This design comes from an exercise in tuning for small area and a short achievable clock period on the open sky130 flow, not from production work.
In this exercise RTL edits were held to simulation tests only and were not proved equivalent to the original.
The clock port is modelled as an ideal driver, which makes a skipped or thinned clock tree look cheaper than it is; a real chip needs a root buffer or a tree.

== epsilon ==
Design mul32, start of the top module:
module mul32 (
    input             clk,
    input      [31:0] a,
    input      [31:0] b,
    output reg [63:0] product
);
    reg  [31:0] na_q;
    reg  [15:0] none_q, ntwo_q, neg_q;
    wire [15:0] none_d, ntwo_d, neg_d;
    wire [63:0] p;
    bw_booth_enc u_enc (.b(b), .none(none_d), .ntwo(ntwo_d), .neg(neg_d));
    baughWooleyArrayMultiplier u_mul (
        .product(p), .na(na_q), .none(none_q), .ntwo(ntwo_q), .neg(neg_q)
    );
    always @(posedge clk) begin
        na_q    <= ~a;
        none_q  <= none_d;
        ntwo_q  <= ntwo_d;
        neg_q   <= neg_d;
        product <= p;
    end
endmodule
For scale: roughly 2400 cells after synthesis, roughly 140 flip-flops, roughly 130 I/O pins.
export LEC_CHECK = 0
export ABC_AREA = 1
export CAP_MARGIN = 20
export CORE_MARGIN = 2
export CORE_UTILIZATION = 40
export SLEW_MARGIN = 20
export SYNTH_HIERARCHICAL = 1
export SYNTH_MINIMUM_KEEP_SIZE = 0
create_clock -name core_clock -period 30.0 [get_ports {clk}]
standard.sh (not shown) runs the stock make flow with config.mk's settings and CLKGATE_MAP_FILE= SYNTH_SCRIPT=/design/flow/synth_recipe.tcl, a recipe that flattens the netlist after the stock synthesis.
==> flow/flow/run.sh <==
#!/bin/bash
export BUFFER_PORTS_ARGS="-buffer_cell sky130_fd_sc_hd__buf_2"
export CTS_ARGS="-sink_clustering_enable -repair_clock_nets -dont_use_dummy_load"
export POST_CTS_TCL="$PWD/flow/clock_inv.tcl"
export SETUP_SLACK_MARGIN=23.35
export POST_GLOBAL_PLACE_TCL="$PWD/flow/keep_outputs.tcl"
export PRE_FINAL_REPORT_TCL="$PWD/flow/release.tcl"
bash standard.sh > standard.log 2>&1
Other scripts of this flow, unchanged in this note and not shown: flow/flow/clock_inv.tcl, flow/flow/keep_outputs.tcl, flow/flow/release.tcl
epsilon finished end to end and its layout was clean on timing, DRC and antenna.
The inputs of gamma differ from those of epsilon as listed below.
diff --git a/flow/flow/run.sh b/flow/flow/run.sh
--- a/flow/flow/run.sh
+++ b/flow/flow/run.sh
@@ -4,5 +4,8 @@
 export POST_CTS_TCL="$PWD/flow/clock_inv.tcl"
 export SETUP_SLACK_MARGIN=23.35
+export SETUP_MOVE_SEQUENCE="unbuffer,sizeup,swap"
 export POST_GLOBAL_PLACE_TCL="$PWD/flow/keep_outputs.tcl"
 export PRE_FINAL_REPORT_TCL="$PWD/flow/release.tcl"
+# ORFS writes each step's full log under orfs/logs/; the make and DEF export
+# output goes to standard.log.
 bash standard.sh > standard.log 2>&1
==> notes.md <==
Reported for gamma and epsilon, global-route wire length before repair turned out identical to the last digit. Between epsilon and gamma, the design area does not differ in any meaningful way. [compare] base=epsilon new=gamma: final net count stayed essentially flat, number of fill cells stayed essentially flat, hold slack rose by 6.7 ps, final cycle utilization of the critical path stayed essentially flat. Between epsilon and gamma, the cell count does not differ in any meaningful way. Reported for gamma and epsilon, overall die width turned out identical to the last digit. For growth of design area from synthesis to finish, gamma and epsilon come out practically identical.
In every run of this note, the design's own scripts or RTL, not TritonCTS, make the clock network.

---

== job 5940 ==
Starting RTL as in the previous note.
clock: 30.0 ns
lec_check: 0
abc_area: 1
cap_margin: 20
core_margin: 2
core_utilization: 40
slew_margin: 20
synth_hierarchical: 1
synth_minimum_keep_size: 0
==> flow/flow/run.sh <==
#!/bin/bash
export BUFFER_PORTS_ARGS="-buffer_cell sky130_fd_sc_hd__buf_2"
export CTS_ARGS="-sink_clustering_enable -repair_clock_nets -dont_use_dummy_load"
export POST_CTS_TCL="$PWD/flow/clock_inv.tcl"
export SETUP_SLACK_MARGIN=23.35
export SETUP_MOVE_SEQUENCE="unbuffer,sizeup,swap"
export POST_GLOBAL_PLACE_TCL="$PWD/flow/keep_outputs.tcl"
export PRE_FINAL_REPORT_TCL="$PWD/flow/release.tcl"
bash standard.sh > standard.log 2>&1
==> flow/flow/clock_inv.tcl <==
# Clock tree rework, run after CTS. CTS builds one root buffer that drives
# every leaf buffer across the die. Here the clock port instead drives up to
# four root inverters, one per quadrant of the leaves, and each leaf buffer
# becomes an inverter: every register's clock still passes through the same
# two stages (now inverting twice), keeping the tree balanced, with about
# half the insertion delay. Leaf clusters and flip-flops are left as CTS
# made them.
set root_cell sky130_fd_sc_hd__clkinv_16
set leaf_cell sky130_fd_sc_hd__clkinv_4
set big_leaf_cell sky130_fd_sc_hd__clkinv_8
set big_leaf_load 0.04
set block [ord::get_db_block]
set port_net [[$block findBTerm clk] getNet]
set roots {}
foreach it [$port_net getITerms] { lappend roots [$it getInst] }
if {[llength $roots] != 1} { error "clock_roots: expected one root buffer, found [llength $roots]" }
set root [lindex $roots 0]
set root_master [[$root getMaster] getName]
set root_out ""
foreach it [$root getITerms] {
  if {[$it isOutputSignal]} { set root_out [$it getNet] }
}
set leaves {}
foreach it [$root_out getITerms] {
  if {[$it isInputSignal]} { lappend leaves $it }
}
# every leaf must be a buffer whose output drives only flip-flop clock pins
foreach it $leaves {
  set li [$it getInst]
  if {![string match "*clkbuf*" [[$li getMaster] getName]]} { error "clock_roots: unexpected leaf [$li getName]" }
  foreach o [$li getITerms] {
    if {[$o isOutputSignal]} {
      foreach s [[$o getNet] getITerms] {
        if {[$s isInputSignal] && ![string match "*dfxtp*" [[[$s getInst] getMaster] getName]]} {
          error "clock_roots: leaf [$li getName] drives [[$s getInst] getName]"
        }
      }
    }
  }
}
puts "clock_roots: root [$root getName] ($root_master) drives [llength $leaves] pins"
# split the leaves at the median x, then each half at its median y
proc loc {it} {
  set b [[$it getInst] getBBox]
  return [list [expr {([$b xMin] + [$b xMax]) / 2}] [expr {([$b yMin] + [$b yMax]) / 2}]]
}
set pts {}
foreach it $leaves { lappend pts [concat [loc $it] [list $it]] }
set pts [lsort -integer -index 0 $pts]
set h [expr {[llength $pts] / 2}]
set groups {}
foreach half [list [lrange $pts 0 [expr {$h - 1}]] [lrange $pts $h end]] {
  set half [lsort -integer -index 1 $half]
  set q [expr {[llength $half] / 2}]
  lappend groups [lrange $half 0 [expr {$q - 1}]] [lrange $half $q end]
}
set n 0
foreach g $groups {
  if {[llength $g] == 0} continue
  set sx 0; set sy 0
  foreach p $g { incr sx [lindex $p 0]; incr sy [lindex $p 1] }
  set cx [expr {$sx / [llength $g]}]
  set cy [expr {$sy / [llength $g]}]
  set bname "clkroot_$n"
  set nname "clkroot_net_$n"
  set inst [odb::dbInst_create $block [[ord::get_db] findMaster $root_cell] $bname]
  set net [odb::dbNet_create $block $nname]
  $inst setLocation $cx $cy
  $inst setPlacementStatus PLACED
  $net setSigType CLOCK
  foreach p $g {
    set it [lindex $p 2]
    $it disconnect
    $it connect $net
  }
  foreach it [$inst getITerms] {
    if {[$it isOutputSignal]} { $it connect $net }
    if {[$it isInputSignal]} { $it connect $port_net }
  }
  puts "clock_roots: $bname at $cx $cy drives [llength $g] pins"
  incr n
}
# replace each leaf buffer by an inverter at the same place
set k 0
foreach it $leaves {
  set li [$it getInst]
  set in_net ""
  set out_net ""
  foreach t [$li getITerms] {
    if {[$t isInputSignal]} { set in_net [$t getNet] }
    if {[$t isOutputSignal]} { set out_net [$t getNet] }
  }
  set loc [$li getLocation]
  # a leaf with a large load (many sinks or long wires) gets the stronger
  # inverter: estimated load = pins + wire over the half perimeter of the
  # sinks' bounding box
  set xs [list [lindex $loc 0]]
  set ys [list [lindex $loc 1]]
  set nsink 0
  foreach t [$out_net getITerms] {
    if {![$t isInputSignal]} continue
    set b [[$t getInst] getBBox]
    lappend xs [$b xMin]
    lappend ys [$b yMin]
    incr nsink
  }
  set um [$block getDbUnitsPerMicron]
  set hpwl [expr {double([tcl::mathfunc::max {*}$xs] - [tcl::mathfunc::min {*}$xs] + [tcl::mathfunc::max {*}$ys] - [tcl::mathfunc::min {*}$ys]) / $um}]
  set load [expr {$nsink * 0.0018 + $hpwl * 0.00019}]
  set cell $leaf_cell
  if {$load > $big_leaf_load} { set cell $big_leaf_cell }
  set ni [odb::dbInst_create $block [[ord::get_db] findMaster $cell] "clkleaf_$k"]
  $ni setLocation [lindex $loc 0] [lindex $loc 1]
  $ni setPlacementStatus PLACED
  odb::dbInst_destroy $li
  foreach t [$ni getITerms] {
    if {[$t isInputSignal]} { $t connect $in_net }
    if {[$t isOutputSignal]} { $t connect $out_net }
  }
  puts "clock_roots: clkleaf_$k [[$ni getMaster] getName] for $nsink sinks, [format %.0f $hpwl] um"
  incr k
}
odb::dbInst_destroy $root
odb::dbNet_destroy $root_out
detailed_placement
check_placement
estimate_parasitics -placement
==> flow/flow/keep_outputs.tcl <==
set block [ord::get_db_block]
set die [$block getDieArea]
set cx [expr {([$die xMin] + [$die xMax]) / 2}]
set cy [expr {([$die yMin] + [$die yMax]) / 2}]
set n 0
set moved 0
foreach bt [$block getBTerms] {
  if {[$bt getIoType] != "OUTPUT"} continue
  foreach it [[$bt getNet] getITerms] {
    if {![$it isOutputSignal]} continue
    set buf [$it getInst]
    $buf setDoNotTouch 1
    incr n
    set bb [$buf getBBox]
    set bx [expr {([$bb xMin] + [$bb xMax]) / 2}]
    set by [expr {([$bb yMin] + [$bb yMax]) / 2}]
    foreach bi [$buf getITerms] {
      if {![$bi isInputSignal]} continue
      foreach d [[$bi getNet] getITerms] {
        if {![$d isOutputSignal]} continue
        set ff [$d getInst]
        if {![[$ff getMaster] isSequential]} continue
        # 4 um from the buffer towards the die centre
        set dx [expr {$cx - $bx}]
        set dy [expr {$cy - $by}]
        set len [expr {sqrt(double($dx) * $dx + double($dy) * $dy)}]
        if {$len < 1} { set len 1 }
        set step [expr {4.0 * [$block getDbUnitsPerMicron]}]
        set x [expr {int($bx + $dx / $len * $step)}]
        set y [expr {int($by + $dy / $len * $step)}]
        $ff setLocation $x $y
        incr moved
      }
    }
  }
}
# input port buffers: the input paths have slack to spare, so the smallest
# buffer does
set nin 0
foreach bt [$block getBTerms] {
  if {[$bt getIoType] != "INPUT" || [$bt getSigType] == "CLOCK"} continue
  foreach it [[$bt getNet] getITerms] {
    set inst [$it getInst]
    if {[$it isInputSignal] && [[$inst getMaster] getName] == "sky130_fd_sc_hd__buf_2"} {
      replace_cell [$inst getName] sky130_fd_sc_hd__buf_1
      incr nin
    }
  }
}
puts "keep_outputs: $nin input port buffers set to buf_1"
puts "keep_outputs: $n output buffers marked dont_touch, $moved flip-flops moved next to them"
Other scripts of this flow, unchanged in this note and not shown: flow/flow/release.tcl
Input changes introduced in job 3382 (baseline for comparison: job 5940):
- a change of CORE_UTILIZATION from 40 to 55
--- a/flow/flow/run.sh
+++ b/flow/flow/run.sh
@@ -5,2 +5 @@
-export SETUP_SLACK_MARGIN=23.35
-export SETUP_MOVE_SEQUENCE="unbuffer,sizeup,swap"
+export SETUP_SLACK_MARGIN=23.40
--- a/flow/flow/clock_inv.tcl
+++ b/flow/flow/clock_inv.tcl
@@ -10,2 +9,0 @@
-set big_leaf_cell sky130_fd_sc_hd__clkinv_8
-set big_leaf_load 0.04
@@ -94,19 +92 @@
-  # a leaf with a large load (many sinks or long wires) gets the stronger
-  # inverter: estimated load = pins + wire over the half perimeter of the
-  # sinks' bounding box
-  set xs [list [lindex $loc 0]]
-  set ys [list [lindex $loc 1]]
-  set nsink 0
-  foreach t [$out_net getITerms] {
-    if {![$t isInputSignal]} continue
-    set b [[$t getInst] getBBox]
-    lappend xs [$b xMin]
-    lappend ys [$b yMin]
-    incr nsink
-  }
-  set um [$block getDbUnitsPerMicron]
-  set hpwl [expr {double([tcl::mathfunc::max {*}$xs] - [tcl::mathfunc::min {*}$xs] + [tcl::mathfunc::max {*}$ys] - [tcl::mathfunc::min {*}$ys]) / $um}]
-  set load [expr {$nsink * 0.0018 + $hpwl * 0.00019}]
-  set cell $leaf_cell
-  if {$load > $big_leaf_load} { set cell $big_leaf_cell }
-  set ni [odb::dbInst_create $block [[ord::get_db] findMaster $cell] "clkleaf_$k"]
+  set ni [odb::dbInst_create $block [[ord::get_db] findMaster $leaf_cell] "clkleaf_$k"]
@@ -120 +99,0 @@
-  puts "clock_roots: clkleaf_$k [[$ni getMaster] getName] for $nsink sinks, [format %.0f $hpwl] um"
--- a/flow/flow/keep_outputs.tcl
+++ b/flow/flow/keep_outputs.tcl
@@ -37,14 +36,0 @@
-# input port buffers: the input paths have slack to spare, so the smallest
-# buffer does
-set nin 0
-foreach bt [$block getBTerms] {
-  if {[$bt getIoType] != "INPUT" || [$bt getSigType] == "CLOCK"} continue
-  foreach it [[$bt getNet] getITerms] {
-    set inst [$it getInst]
-    if {[$it isInputSignal] && [[$inst getMaster] getName] == "sky130_fd_sc_hd__buf_2"} {
-      replace_cell [$inst getName] sky130_fd_sc_hd__buf_1
-      incr nin
-    }
-  }
-}
-puts "keep_outputs: $nin input port buffers set to buf_1"
==> comparison <==
- The area used by multi-input combinational logic was comparable across job 5940 and job 3382.
- The die area of job 3382 falls short of that of job 5940 by 27%.
- The final core utilization in job 3382 sits 16 points above the value recorded for job 5940.
- Higher worst setup slack among job 5940 and job 3382: job 5940
- Diff job 5940 and job 3382: fraction of area in multi-input gates higher in job 3382
Edits applied to the flow inputs when going from job 3382 to job 2199:
- CORE_UTILIZATION: 55 -> 40
==> notes.md <==
- Job 2199 ended with more number of filler instances in the final layout than job 3382.
- A highest metal layer with signal wires of met4 is what job 2199 shows, while met5 belongs to job 3382.
- As far as total DRC errors in the routed layout goes, job 3382 and job 2199 are indistinguishable; the numbers are identical.
- On minimum period implied by the final worst setup slack: job 2199 sits below job 3382.
The inputs of job 5686 differ from those of job 2199 as listed below.
--- a/flow/flow/run.sh
+++ b/flow/flow/run.sh
@@ -5 +5,2 @@
-export SETUP_SLACK_MARGIN=23.40
+export SETUP_SLACK_MARGIN=23.35
+export SETUP_MOVE_SEQUENCE="unbuffer,sizeup,swap"
--- a/flow/flow/clock_inv.tcl
+++ b/flow/flow/clock_inv.tcl
@@ -9,0 +10,2 @@
+set big_leaf_cell sky130_fd_sc_hd__clkinv_8
+set big_leaf_load 0.03
@@ -92 +94,19 @@
-  set ni [odb::dbInst_create $block [[ord::get_db] findMaster $leaf_cell] "clkleaf_$k"]
+  # a leaf with a large load (many sinks or long wires) gets the stronger
+  # inverter: estimated load = pins + wire over the half perimeter of the
+  # sinks' bounding box
+  set xs [list [lindex $loc 0]]
+  set ys [list [lindex $loc 1]]
+  set nsink 0
+  foreach t [$out_net getITerms] {
+    if {![$t isInputSignal]} continue
+    set b [[$t getInst] getBBox]
+    lappend xs [$b xMin]
+    lappend ys [$b yMin]
+    incr nsink
+  }
+  set um [$block getDbUnitsPerMicron]
+  set hpwl [expr {double([tcl::mathfunc::max {*}$xs] - [tcl::mathfunc::min {*}$xs] + [tcl::mathfunc::max {*}$ys] - [tcl::mathfunc::min {*}$ys]) / $um}]
+  set load [expr {$nsink * 0.0018 + $hpwl * 0.00019}]
+  set cell $leaf_cell
+  if {$load > $big_leaf_load} { set cell $big_leaf_cell }
+  set ni [odb::dbInst_create $block [[ord::get_db] findMaster $cell] "clkleaf_$k"]
@@ -99,0 +120 @@
+  puts "clock_roots: clkleaf_$k [[$ni getMaster] getName] for $nsink sinks, [format %.0f $hpwl] um"
--- a/flow/flow/keep_outputs.tcl
+++ b/flow/flow/keep_outputs.tcl
@@ -36,0 +37,14 @@
+# input port buffers: the input paths have slack to spare, so the smallest
+# buffer does
+set nin 0
+foreach bt [$block getBTerms] {
+  if {[$bt getIoType] != "INPUT" || [$bt getSigType] == "CLOCK"} continue
+  foreach it [[$bt getNet] getITerms] {
+    set inst [$it getInst]
+    if {[$it isInputSignal] && [[$inst getMaster] getName] == "sky130_fd_sc_hd__buf_2"} {
+      replace_cell [$inst getName] sky130_fd_sc_hd__buf_1
+      incr nin
+    }
+  }
+}
+puts "keep_outputs: $nin input port buffers set to buf_1"
Findings:
Looking at job 5686 and job 2199, the net count reported at finish is a wash.
Job 5686 has less setup slack than job 2199.
Diff job 2199 -> job 5686: sequential fraction of total cell area now sits at about the same level, register-to-register slack now sits higher, synthesis-to-finish area growth now sits at about the same level, via count now sits higher.
In the reports for job 5686 and job 2199, the smaller count of routing violations after the opening detailed-route iteration belongs to job 5686.
Any difference in number of global-route vias before repair between job 2199 and job 5686 is small enough to ignore.
Job 5686 vs job 2199, top layer used by detailed routing: met5 vs met4
Changes in job 3101 relative to job 5686:
--- a/flow/flow/clock_inv.tcl
+++ b/flow/flow/clock_inv.tcl
@@ -10,2 +9,0 @@
-set big_leaf_cell sky130_fd_sc_hd__clkinv_8
-set big_leaf_load 0.03
@@ -94,19 +92 @@
-  # a leaf with a large load (many sinks or long wires) gets the stronger
-  # inverter: estimated load = pins + wire over the half perimeter of the
-  # sinks' bounding box
-  set xs [list [lindex $loc 0]]
-  set ys [list [lindex $loc 1]]
-  set nsink 0
-  foreach t [$out_net getITerms] {
-    if {![$t isInputSignal]} continue
-    set b [[$t getInst] getBBox]
-    lappend xs [$b xMin]
-    lappend ys [$b yMin]
-    incr nsink
-  }
-  set um [$block getDbUnitsPerMicron]
-  set hpwl [expr {double([tcl::mathfunc::max {*}$xs] - [tcl::mathfunc::min {*}$xs] + [tcl::mathfunc::max {*}$ys] - [tcl::mathfunc::min {*}$ys]) / $um}]
-  set load [expr {$nsink * 0.0018 + $hpwl * 0.00019}]
-  set cell $leaf_cell
-  if {$load > $big_leaf_load} { set cell $big_leaf_cell }
-  set ni [odb::dbInst_create $block [[ord::get_db] findMaster $cell] "clkleaf_$k"]
+  set ni [odb::dbInst_create $block [[ord::get_db] findMaster $leaf_cell] "clkleaf_$k"]
@@ -120 +99,0 @@
-  puts "clock_roots: clkleaf_$k [[$ni getMaster] getName] for $nsink sinks, [format %.0f $hpwl] um"
--- a/flow/flow/keep_outputs.tcl
+++ b/flow/flow/keep_outputs.tcl
@@ -37,14 +36,0 @@
-# input port buffers: the input paths have slack to spare, so the smallest
-# buffer does
-set nin 0
-foreach bt [$block getBTerms] {
-  if {[$bt getIoType] != "INPUT" || [$bt getSigType] == "CLOCK"} continue
-  foreach it [[$bt getNet] getITerms] {
-    set inst [$it getInst]
-    if {[$it isInputSignal] && [[$inst getMaster] getName] == "sky130_fd_sc_hd__buf_2"} {
-      replace_cell [$inst getName] sky130_fd_sc_hd__buf_1
-      incr nin
-    }
-  }
-}
-puts "keep_outputs: $nin input port buffers set to buf_1"
--- outcome ---
Delta (job 3101 minus job 5686): final cell count was more or less identical. The startpoint of the worst setup timing path comes out product[61] in one run and product[54] in the other, namely in job 3101 and job 5686 respectively.
In every run of this note, the design's own scripts or RTL, not TritonCTS, make the clock network.

## port drivers added, routing unchanged
The results above use ideal ports. As a check the final layouts listed here were re-extracted and re-timed, cells and wires unchanged. Step 1 assumes that a clkbuf_16 drives the clock port and a buf_2 every other input. Step 2 adds t to the input delays and takes it off the output delays; t is the mean of the earliest and latest rising clock arrival at the registers after step 1. Input paths then give back, and output paths get back, about the clock's delay inside the block. a / b / c = ideal / step 1 / step 2; a / b = the first two.
run | t (ns) | setup WS [ns] | hold slack, ns | cell pins on the clock port's net
epsilon | 0.366 | 23.404 / 23.170 / 23.491 | 0.766 / 0.767 / 0.767 | 4
gamma | 0.366 | 23.404 / 23.169 / 23.499 | 0.773 / 0.773 / 0.773 | 4
job 5940 | 0.377 | 23.392 / 23.155 / 23.404 | 0.749 / 0.749 / 0.749 | 4
job 3382 | 0.374 | 23.389 / 23.155 / 23.463 | 0.887 / 0.887 / 0.887 | 4
job 2199 | 0.367 | 23.405 / 23.170 / 23.495 | 0.761 / 0.762 / 0.762 | 4
job 5686 | 0.385 | 23.399 / 23.158 / 23.409 | 0.783 / 0.784 / 0.784 | 4
job 3101 | 0.366 | 23.404 / 23.169 / 23.499 | 0.773 / 0.773 / 0.773 | 4
After both steps setup and hold are still met in every run listed.
